This design comes from an exercise in tuning for small area, a short achievable clock period and few clock cycles per item on the open sky130 flow, not from production work. In this exercise RTL edits were held to simulation tests only and were not proved equivalent to the original.

==> module CompDiv, before the edit <==
module CompDiv(
	input [31:0] Divisor_input,
	input [31:0] Dividend_input,
	input run,
	input rst,
	input clk,
	output ready,
	output [31:0] Quotient_output,
	output [31:0] Remainder_output
	);
	reg al1, al2, it, done;
	wire idle = ~(al1 | al2 | it | done);
	reg [4:0] cnt;
	reg [31:0] R, Q, D;
	assign ready = done;
	assign Quotient_output = Q;
	assign Remainder_output = R;
	wire [31:0] diff;
	wire ge;
	SubSK sub(.a(R), .b(D), .d(diff), .nb(ge));
	wire [5:0] za, zb;
	Clz32 clza(.x(R), .z(za));
	Clz32 clzb(.x(D), .z(zb));
	wire [4:0] d = zb[4:0] - za[4:0];
	wire d0 = zb[4:0] == za[4:0];
	wire b0 = ~|D;
	wire [31:0] s0 = cnt[0] ? {D[30:0], 1'b0} : D;
	wire [31:0] s1 = cnt[1] ? {s0[29:0], 2'b0} : s0;
	wire [31:0] s2 = cnt[2] ? {s1[27:0], 4'b0} : s1;
	wire [31:0] s3 = cnt[3] ? {s2[23:0], 8'b0} : s2;
	wire [31:0] s4 = cnt[4] ? {s3[15:0], 16'b0} : s3;
	wire r_ld = idle;
	wire r_sub = it & ge;
	wire r_keep = ~(r_ld | r_sub);
	wire [31:0] R_next = ({32{r_ld}} & Dividend_input) | ({32{r_sub}} & diff) | ({32{r_keep}} & R);
	wire q_keep = ~(al1 | it);
	wire [31:0] Q_next = ({32{al1 & b0}}) | ({32{it}} & {Q[30:0], ge}) | ({32{q_keep}} & Q);
	always @(posedge clk or posedge rst) begin
		if (rst) begin
			al1 <= 1'b0;
			al2 <= 1'b0;
			it <= 1'b0;
			done <= 1'b0;
		end else begin
			al1 <= idle & run;
			al2 <= al1 & ge & ~b0 & ~d0;
			it <= (al1 & ge & ~b0 & d0) | al2 | (it & (cnt != 5'd0));
			done <= done | (al1 & (~ge | b0)) | (it & (cnt == 5'd0));
		end
	end
	always @(posedge clk) begin
		if (idle) D <= Divisor_input;
		else if (it) D <= {1'b0, D[31:1]};
		else D <= s4;
		if (idle) cnt <= 5'd0;
		else if (al1) cnt <= d;
		else if (it) cnt <= cnt - 5'd1;
		R <= R_next;
		Q <= Q_next;
	end
endmodule
==> module SubSK, before the edit <==
module SubSK(input [31:0] a, input [31:0] b, output [31:0] d, output nb);
	wire [31:0] p = ~(a ^ b);
	wire [31:0] g0 = a & ~b;
	wire [31:0] gi = {g0[31:1], g0[0] | p[0]};
	wire [31:0] g [0:5];
	wire [31:0] q [0:5];
	assign g[0] = gi;
	assign q[0] = p;
	genvar l, i;
	generate
		for (l = 0; l < 5; l = l + 1) begin : lv
			for (i = 0; i < 32; i = i + 1) begin : b
				if ((i >> l) & 1) begin : n
					assign g[l+1][i] = g[l][i] | (q[l][i] & g[l][((i >> l) << l) - 1]);
					assign q[l+1][i] = q[l][i] & q[l][((i >> l) << l) - 1];
				end else begin : t
					assign g[l+1][i] = g[l][i];
					assign q[l+1][i] = q[l][i];
				end
			end
		end
	endgenerate
	wire [31:0] c = {g[5][30:0], 1'b1};
	assign d = p ^ c;
	assign nb = g[5][31];
endmodule
export LEC_CHECK = 0
export CAP_MARGIN = 20
export CORE_MARGIN = 2
export CORE_UTILIZATION = 60
export SLEW_MARGIN = 20
create_clock -name core_clock -period 10.0 [get_ports {clk}]
standard.sh (not shown) runs the stock make flow with config.mk's settings and CLKGATE_MAP_FILE= SYNTH_SCRIPT=/design/flow/synth_recipe.tcl, a recipe that flattens the netlist after the stock synthesis.
==> flow/flow/run.sh <==
#!/bin/bash
# The standard layout (standard.sh, unchanged synthesis) with these optimisation knobs:
#  - port buffers are buf_1 cells (buffer_ports' own pick is a larger delay cell)
#  - optional: sizing may change a cell's footprint (FOOTPRINT=0)
# standard.sh's output goes to standard.log here; ORFS's own logs stay under orfs/logs.
export SETUP_SLACK_MARGIN=7
export BUFFER_PORTS_ARGS="-buffer_cell sky130_fd_sc_hd__buf_1"
bash standard.sh MATCH_CELL_FOOTPRINT=0 finish > standard.log 2>&1
Testbench counts at the start, summed over its fixed seeds: cycles 19,444, items 2,400.
Then changed:
==> flow/design.v (replaced) <==
module CompDiv(
	input [31:0] Divisor_input,
	input [31:0] Dividend_input,
	input run,
	input rst,
	input clk,
	output ready,
	output [31:0] Quotient_output,
	output [31:0] Remainder_output
	);
	reg al1, al2, it, done;
	wire idle = ~(al1 | al2 | it | done);
	reg [4:0] cnt;
	reg [31:0] R, Q, D;
	assign ready = done;
	assign Quotient_output = Q;
	assign Remainder_output = R;
	wire [31:0] diff;
	wire ge;
	SubBK sub(.a(R), .b(D), .d(diff), .nb(ge));
	wire [5:0] za, zb;
	Clz32 clza(.x(R), .z(za));
	Clz32 clzb(.x(D), .z(zb));
	wire [4:0] d = zb[4:0] - za[4:0];
	wire b0 = ~|D;
	wire [31:0] s0 = cnt[0] ? {D[30:0], 1'b0} : D;
	wire [31:0] s1 = cnt[1] ? {s0[29:0], 2'b0} : s0;
	wire [31:0] s2 = cnt[2] ? {s1[27:0], 4'b0} : s1;
	wire [31:0] s3 = cnt[3] ? {s2[23:0], 8'b0} : s2;
	wire [31:0] s4 = cnt[4] ? {s3[15:0], 16'b0} : s3;
	always @(posedge clk or posedge rst) begin
		if (rst) begin
			al1 <= 1'b0;
			al2 <= 1'b0;
			it <= 1'b0;
			done <= 1'b0;
		end else begin
			al1 <= idle & run;
			al2 <= al1 & ge & ~b0;
			it <= al2 | (it & (cnt != 5'd0));
			done <= done | (al1 & (~ge | b0)) | (it & (cnt == 5'd0));
		end
	end
	always @(posedge clk) begin
		if (idle) D <= Divisor_input;
		else if (it) D <= {1'b0, D[31:1]};
		else D <= s4;
		if (idle) cnt <= 5'd0;
		else if (al1) cnt <= d;
		else if (it) cnt <= cnt - 5'd1;
		if (idle) R <= Dividend_input;
		else if (it & ge) R <= diff;
		if (al1) Q <= {32{b0}};
		else if (it) Q <= {Q[30:0], ge};
	end
endmodule
module Clz32(input [31:0] x, output [5:0] z);
	wire [4:0] zh, zl;
	Clz16 h(.x(x[31:16]), .z(zh));
	Clz16 l(.x(x[15:0]), .z(zl));
	assign z = zh[4] ? (zl[4] ? 6'd32 : {2'b01, zl[3:0]}) : {2'b00, zh[3:0]};
endmodule
module Clz16(input [15:0] x, output [4:0] z);
	wire [3:0] zh, zl;
	Clz8 h(.x(x[15:8]), .z(zh));
	Clz8 l(.x(x[7:0]), .z(zl));
	assign z = zh[3] ? (zl[3] ? 5'd16 : {2'b01, zl[2:0]}) : {2'b00, zh[2:0]};
endmodule
module Clz8(input [7:0] x, output [3:0] z);
	wire [2:0] zh, zl;
	Clz4 h(.x(x[7:4]), .z(zh));
	Clz4 l(.x(x[3:0]), .z(zl));
	assign z = zh[2] ? (zl[2] ? 4'd8 : {2'b01, zl[1:0]}) : {2'b00, zh[1:0]};
endmodule
module Clz4(input [3:0] x, output [2:0] z);
	assign z[2] = ~|x;
	assign z[1] = ~|x[3:2] & |x[1:0];
	assign z[0] = (~x[3] & x[2]) | (~x[3] & ~x[2] & ~x[1] & x[0]);
endmodule
module SubBK(input [31:0] a, input [31:0] b, output [31:0] d, output nb);
	wire [31:0] p = ~(a ^ b);
	wire [31:0] g0 = a & ~b;
	wire [31:0] gi = {g0[31:1], g0[0] | p[0]};
	wire [31:0] g [0:9];
	wire [31:0] q [0:9];
	assign g[0] = gi;
	assign q[0] = p;
	genvar l, i;
	generate
		for (l = 0; l < 5; l = l + 1) begin : up
			for (i = 0; i < 32; i = i + 1) begin : b
				if ((i + 1) % (2 << l) == 0) begin : n
					assign g[l+1][i] = g[l][i] | (q[l][i] & g[l][i - (1 << l)]);
					assign q[l+1][i] = q[l][i] & q[l][i - (1 << l)];
				end else begin : t
					assign g[l+1][i] = g[l][i];
					assign q[l+1][i] = q[l][i];
				end
			end
		end
		for (l = 3; l >= 0; l = l - 1) begin : dn
			for (i = 0; i < 32; i = i + 1) begin : b
				if ((i + 1) % (2 << l) == (1 << l) && i >= (2 << l)) begin : n
					assign g[9-l][i] = g[8-l][i] | (q[8-l][i] & g[8-l][i - (1 << l)]);
					assign q[9-l][i] = q[8-l][i] & q[8-l][i - (1 << l)];
				end else begin : t
					assign g[9-l][i] = g[8-l][i];
					assign q[9-l][i] = q[8-l][i];
				end
			end
		end
	endgenerate
	wire [31:0] c = {g[9][30:0], 1'b1};
	assign d = p ^ c;
	assign nb = g[9][31];
endmodule
Worst setup slack gets worse by 0.15 ns; critical path depth grows by 1; register-to-register slack gets worse by 0.11 ns; final cell count grows by roughly a tenth; sequential share of layout area grows by 3.3 points; global-route usage grows by 0.93 points; clock-buffer cell count shrinks by 2; synthesized cell count grows by a few percent; fmax shrinks by a few percent; non-clock buffer count grows by 53; worst hold slack gets better by 0.053 ns; design area grows by roughly a tenth.
Testbench counts after the change, summed over its fixed seeds: cycles 19,557, items 2,400.

re-timing with driven ports:
How much do the figures lean on ideal ports? The routed layouts below were timed once more, with nothing changed but the port constraints. Step 1, drivers: a clkbuf_16 drives clk and a buf_2 each remaining input, both assumed. Step 2 times the ports against the registers' clock, not the clock port: input delays grow and output delays shrink by t, the midpoint of the rising clock arrivals with the driver on. a / b / c = ideal ports / drivers / drivers and shift; a / b = the first two.
run	shift t [ns]	setup slack, ns	worst setup path after step 2	worst register clock-pin slew, ns	worst data-port slew with drivers (ns)
the first run	0.409	7.020 / 6.979 / 7.068	register to register	0.08 / 0.08	0.05
the second run	0.407	6.868 / 6.824 / 6.958	register to register	0.08 / 0.08	0.04
After both steps every run listed still meets setup and hold.
